From an optimization exercise on the open Yosys and OpenROAD flow, aimed at small area; shortcuts taken in it are not production practice. Function was checked by simulation only, so behaviour that the tests miss may differ from the original. Power figures rest on the tool's default switching activity, not on a simulated workload.

try-fjord:
Design Top_Student, start of the top module:
module Top_Student (
    input clk,
    input [4:0] btn,
    input [15:0] sw,
    output [7:0] JB,
    output VGA_Hsync,
    output VGA_Vsync,
    output [11:0] VGA_RGB,
    output [13:0] led,
    output [7:0] seg,
    output [3:0] an,
    output reg [1:0] current_main_mode
);
For scale: ~3000 cells after synthesis, about 610 flip-flops, about 72 I/O pins.
clock: 12.0 ns
lec_check: 0
cap_margin: 20
core_margin: 2
core_utilization: 50
cts_buf_list: sky130_fd_sc_hd__clkbuf_8
cts_cluster_diameter: 50
cts_cluster_size: 18
place_density: 0.65
slew_margin: 20
synth_memory_max_bits: 32768
standard.sh (not shown) runs the stock make flow with config.mk's settings and CLKGATE_MAP_FILE= SYNTH_SCRIPT=/design/flow/synth_recipe.tcl, a recipe that flattens the netlist after the stock synthesis.
==> flow/flow/run.sh <==
#!/bin/bash
# The standard layout (the standard.sh, every step unchanged), with each
# port's buffer made from the smallest buffer cell (buf_1) instead of the
# default clkdlybuf4s50_1. All of the flow's output goes to standard.log;
# ORFS writes each step's own log under orfs/logs/.
set -e
export BUFFER_PORTS_ARGS="-buffer_cell sky130_fd_sc_hd__buf_1"
bash standard.sh > standard.log 2>&1
Modified inputs, try-zinc compared to try-fjord
Settings: changing CTS_CLUSTER_DIAMETER from 50 to 80; removing CTS_BUF_LIST (formerly sky130_fd_sc_hd__clkbuf_8); changing CORE_UTILIZATION from 50 to 65; changing PLACE_DENSITY from 0.65 to 0.8; changing CTS_CLUSTER_SIZE from 18 to 30.
==> flow/run.sh (new file) <==
#!/bin/bash
# synth_recipe.tcl (not shown) runs the flow's synth.tcl, then flattens the netlist and writes it again
# the make line also repeats each setting of config.mk as NAME=value (left out here)
make -C /OpenROAD-flow-scripts/flow DESIGN_CONFIG=/design/flow/config.mk WORK_HOME=/design/flow/orfs CLKGATE_MAP_FILE= SYNTH_SCRIPT=/design/flow/synth_recipe.tcl finish
removed: flow/flow/run.sh
removed: flow/standard.sh
Findings:
Min cell count across try-zinc and try-fjord: try-zinc
Of try-zinc and try-fjord, it is try-zinc that has the higher fraction of power consumed by sequential logic.
[compare] base=try-fjord new=try-zinc: total length of routed wires rose 1900 um; die boundary width fell about 12%; proportion of cell area occupied by registers about even; multi-input gate share of the layout cell area about even.
Diff try-zinc..try-fjord | area occupied by multi-input gates | negligible
try-zinc against try-fjord: final area saw a decrease, area of the mapped netlist saw little to no change.
Input changes introduced in try-juniper (baseline for comparison: try-zinc):
Settings: changing PLACE_DENSITY from 0.8 to 0.4; changing CORE_UTILIZATION from 65 to 30.
==> flow/flow/run.sh (new file) <==
#!/bin/bash
# The standard layout (the standard.sh, all steps), with each port's
# buffer made from the smallest buffer cell instead of the default one.
set -e
cp standard.sh standard_copy.sh.txt
export BUFFER_PORTS_ARGS="-buffer_cell sky130_fd_sc_hd__buf_1"
bash standard.sh > standard.log 2>&1
==> flow/standard.sh (new file) <==
#!/bin/bash
# synth_recipe.tcl (not shown) runs the flow's synth.tcl, then flattens the netlist and writes it again
# the make line also repeats each setting of config.mk as NAME=value (left out here)
make -C /OpenROAD-flow-scripts/flow DESIGN_CONFIG=/design/flow/config.mk WORK_HOME=/design/flow/orfs CLKGATE_MAP_FILE= SYNTH_SCRIPT=/design/flow/synth_recipe.tcl "${@:-finish}"
removed: flow/run.sh
The higher wire length on met2 of try-zinc and try-juniper is in try-juniper.
In try-juniper, initial core utilization is lower than in try-zinc.
Relative to try-zinc, routed wire length increased by 6500 um in try-juniper.
Comparing try-zinc and try-juniper, the higher setup slack was measured on try-juniper.
Of try-zinc and try-juniper, the lower switching power as a share of total power belongs to try-zinc.

* * *

Setup of exp/cedar:
Starting RTL as in the previous note.
make LEC_CHECK=0 CAP_MARGIN=20 CORE_MARGIN=2 CORE_UTILIZATION=30 CTS_CLUSTER_DIAMETER=80 CTS_CLUSTER_SIZE=30 PLACE_DENSITY=0.4 SLEW_MARGIN=20 SYNTH_MEMORY_MAX_BITS=32768 finish   # period 12.0 ns
run.sh (not shown) runs the stock make flow with config.mk's settings and CLKGATE_MAP_FILE= SYNTH_SCRIPT=/design/flow/synth_recipe.tcl, a recipe that flattens the netlist after the stock synthesis.
Stock flow here: none of the scripts above is used.
exp/cedar: flow completed, timing, DRC and antenna clean
--- input diff exp/cedar..exp/zinc ---
- changing PLACE_DENSITY from 0.4 to 0.8
- changing CORE_UTILIZATION from 30 to 65
==> flow/flow/run.sh (new file) <==
#!/bin/bash
# The standard layout (the standard.sh, every step unchanged), with each
# port's buffer made from the smallest buffer cell (buf_1) instead of the
# default clkdlybuf4s50_1. All of the flow's output goes to standard.log;
# ORFS writes each step's own log under orfs/logs/.
set -e
export BUFFER_PORTS_ARGS="-buffer_cell sky130_fd_sc_hd__buf_1"
bash standard.sh > standard.log 2>&1
==> flow/standard.sh (new file) <==
#!/bin/bash
# synth_recipe.tcl (not shown) runs the flow's synth.tcl, then flattens the netlist and writes it again
# the make line also repeats each setting of config.mk as NAME=value (left out here)
make -C /OpenROAD-flow-scripts/flow DESIGN_CONFIG=/design/flow/config.mk WORK_HOME=/design/flow/orfs CLKGATE_MAP_FILE= SYNTH_SCRIPT=/design/flow/synth_recipe.tcl "${@:-finish}"
removed: flow/run.sh
The run showing the smaller worst setup slack is exp/cedar.
Taking exp/cedar as the reference, in exp/zinc placeable core area fell 48,000 sq um, count of clock-buffer cells in the layout saw a decrease, total number of placement rows decreased 32%.
The following lists how exp/sierra was set up differently from exp/zinc:
- CTS_BUF_LIST now sky130_fd_sc_hd__clkbuf_8, previously not set
- PLACE_DENSITY now 0.4, was 0.8
- CORE_UTILIZATION now 30, was 65
- GPL_TIMING_DRIVEN now 0, previously not set
- CTS_CLUSTER_SIZE now 20, was 30
- CTS_CLUSTER_DIAMETER now 60, was 80
==> flow/run.sh (new file) <==
#!/bin/bash
# synth_recipe.tcl (not shown) runs the flow's synth.tcl, then flattens the netlist and writes it again
# the make line also repeats each setting of config.mk as NAME=value (left out here)
make -C /OpenROAD-flow-scripts/flow DESIGN_CONFIG=/design/flow/config.mk WORK_HOME=/design/flow/orfs CLKGATE_MAP_FILE= SYNTH_SCRIPT=/design/flow/synth_recipe.tcl finish
removed: flow/flow/run.sh
removed: flow/standard.sh
Results
exp/sierra finished every step from synthesis to the final layout, and the layout passed the timing, DRC and antenna checks.
exp/zinc → exp/sierra: non-filler instance count after layout climbed 855, achievable frequency dropped 3.6%, async set or reset register ratio after synthesis barely changed, final clock period utilization by the worst path climbed 2.9 points.
Of the two candidates, exp/zinc has the better clock period minus worst slack and exp/sierra the worse one.
Of exp/sierra and exp/zinc, exp/sierra shows the lower core utilization, with exp/zinc above it.
In the tables for exp/sierra and exp/zinc, total core area reads higher with exp/sierra.
[inputs] exp/maple vs exp/sierra
- a deleted GPL_TIMING_DRIVEN that had been 0
- a change of CTS_CLUSTER_SIZE from 20 to 30
- a change of CTS_BUF_LIST from sky130_fd_sc_hd__clkbuf_8 to sky130_fd_sc_hd__clkbuf_8 sky130_fd_sc_hd__clkbuf_16
- a change of PLACE_DENSITY from 0.4 to 0.65
- a change of CORE_UTILIZATION from 30 to 50
- a change of CTS_CLUSTER_DIAMETER from 60 to 80
==> flow/flow/run.sh (new file) <==
#!/bin/bash
# The standard layout (the standard.sh, every step unchanged), with each
# port's buffer made from the smallest buffer cell (buf_1) instead of the
# default clkdlybuf4s50_1. All of the flow's output goes to standard.log;
# ORFS writes each step's own log under orfs/logs/.
set -e
export BUFFER_PORTS_ARGS="-buffer_cell sky130_fd_sc_hd__buf_1"
bash standard.sh > standard.log 2>&1
==> flow/standard.sh (new file) <==
#!/bin/bash
# synth_recipe.tcl (not shown) runs the flow's synth.tcl, then flattens the netlist and writes it again
# the make line also repeats each setting of config.mk as NAME=value (left out here)
make -C /OpenROAD-flow-scripts/flow DESIGN_CONFIG=/design/flow/config.mk WORK_HOME=/design/flow/orfs CLKGATE_MAP_FILE= SYNTH_SCRIPT=/design/flow/synth_recipe.tcl "${@:-finish}"
removed: flow/run.sh
- exp/maple vs exp/sierra: clock period minus worst slack down
- Area growth from synthesis to final layout ends up higher on exp/sierra.
- From exp/sierra to exp/maple the numbers moved as follows: total non-filler cell area in the finished layout shows a reduction of 5.9%; sequential portion of the cell area shows an increase of 2.6 points; routed wire length shows a reduction of 21%.
- Number of buffers outside the clock class in the layout shrinks by more than half when moving from exp/sierra to exp/maple.
- Comparing exp/maple against exp/sierra, there is no change at all in flop and latch count out of synthesis.
- | core utilization | lower: exp/sierra |
- Across both runs, smallest setup slack after layout was higher for exp/maple than for exp/sierra.
- exp/maple against exp/sierra; post-detailed-route via-to-cell ratio is up by more than 10%.
Changes in exp/umber relative to exp/maple:
- a deleted CTS_BUF_LIST that had been sky130_fd_sc_hd__clkbuf_8 sky130_fd_sc_hd__clkbuf_16
- a change of PLACE_DENSITY from 0.65 to 0.4
- a change of CORE_UTILIZATION from 50 to 30
- an added GPL_TIMING_DRIVEN of 0
==> flow/run.sh (new file) <==
#!/bin/bash
# synth_recipe.tcl (not shown) runs the flow's synth.tcl, then flattens the netlist and writes it again
# the make line also repeats each setting of config.mk as NAME=value (left out here)
make -C /OpenROAD-flow-scripts/flow DESIGN_CONFIG=/design/flow/config.mk WORK_HOME=/design/flow/orfs CLKGATE_MAP_FILE= SYNTH_SCRIPT=/design/flow/synth_recipe.tcl finish
removed: flow/flow/run.sh
removed: flow/standard.sh
- Across exp/umber and exp/maple, the outcome is the same: a clean finish for every run.
- Going from exp/maple to exp/umber, routed length on met2 up about 26%; combinational power rose by about 14%; total of fill cells in the finished design shows an increase of about 90%.

[afterwards: timing with drivers on the ports]
The results above use ideal ports. As a check the final layouts listed here were re-extracted and re-timed, cells and wires unchanged.
Step 1 (the two cells are an assumption about what drives the block):
set clk [get_ports {clk}]
set_driving_cell -lib_cell sky130_fd_sc_hd__clkbuf_16 $clk
set_driving_cell -lib_cell sky130_fd_sc_hd__buf_2 [delete_from_list [all_inputs] $clk]
Step 2 moves the port delays by t, midway between the first and last clock arrival at a register: inputs arrive t later, outputs are due t later. That takes back most of the time a late clock gives input paths.
a / b / c = ideal / step 1 / step 2; a / b = the first two.
| run | t (ns) | setup WS [ns] | hold slack, ns | worst register clock-pin slew, ns | pins driven straight from the clock port |
|---|---|---|---|---|---|
| try-fjord | 0.706 | 2.727 / 2.727 / 2.727 | 0.325 / 0.325 / 0.325 | 0.11 / 0.11 | 1 |
| try-zinc | 0.661 | 2.264 / 2.264 / 2.264 | 0.321 / 0.321 / 0.321 | 0.11 / 0.11 | 1 |
| try-juniper | 0.649 | 2.525 / 2.525 / 2.525 | 0.306 / 0.306 / 0.306 | 0.11 / 0.11 | 1 |
| exp/cedar | 0.645 | 2.452 / 2.452 / 2.452 | 0.322 / 0.322 / 0.322 | 0.10 / 0.10 | 1 |
| exp/zinc | 0.640 | 2.653 / 2.653 / 2.653 | 0.324 / 0.324 / 0.324 | 0.12 / 0.12 | 1 |
| exp/sierra | 0.750 | 2.307 / 2.307 / 2.307 | 0.330 / 0.330 / 0.330 | 0.11 / 0.11 | 1 |
| exp/maple | 0.655 | 2.755 / 2.755 / 2.755 | 0.330 / 0.330 / 0.330 | 0.11 / 0.11 | 1 |
| exp/umber | 0.624 | 2.338 / 2.338 / 2.338 | 0.294 / 0.294 / 0.294 | 0.11 / 0.11 | 1 |
After both steps every run listed still meets setup and hold.
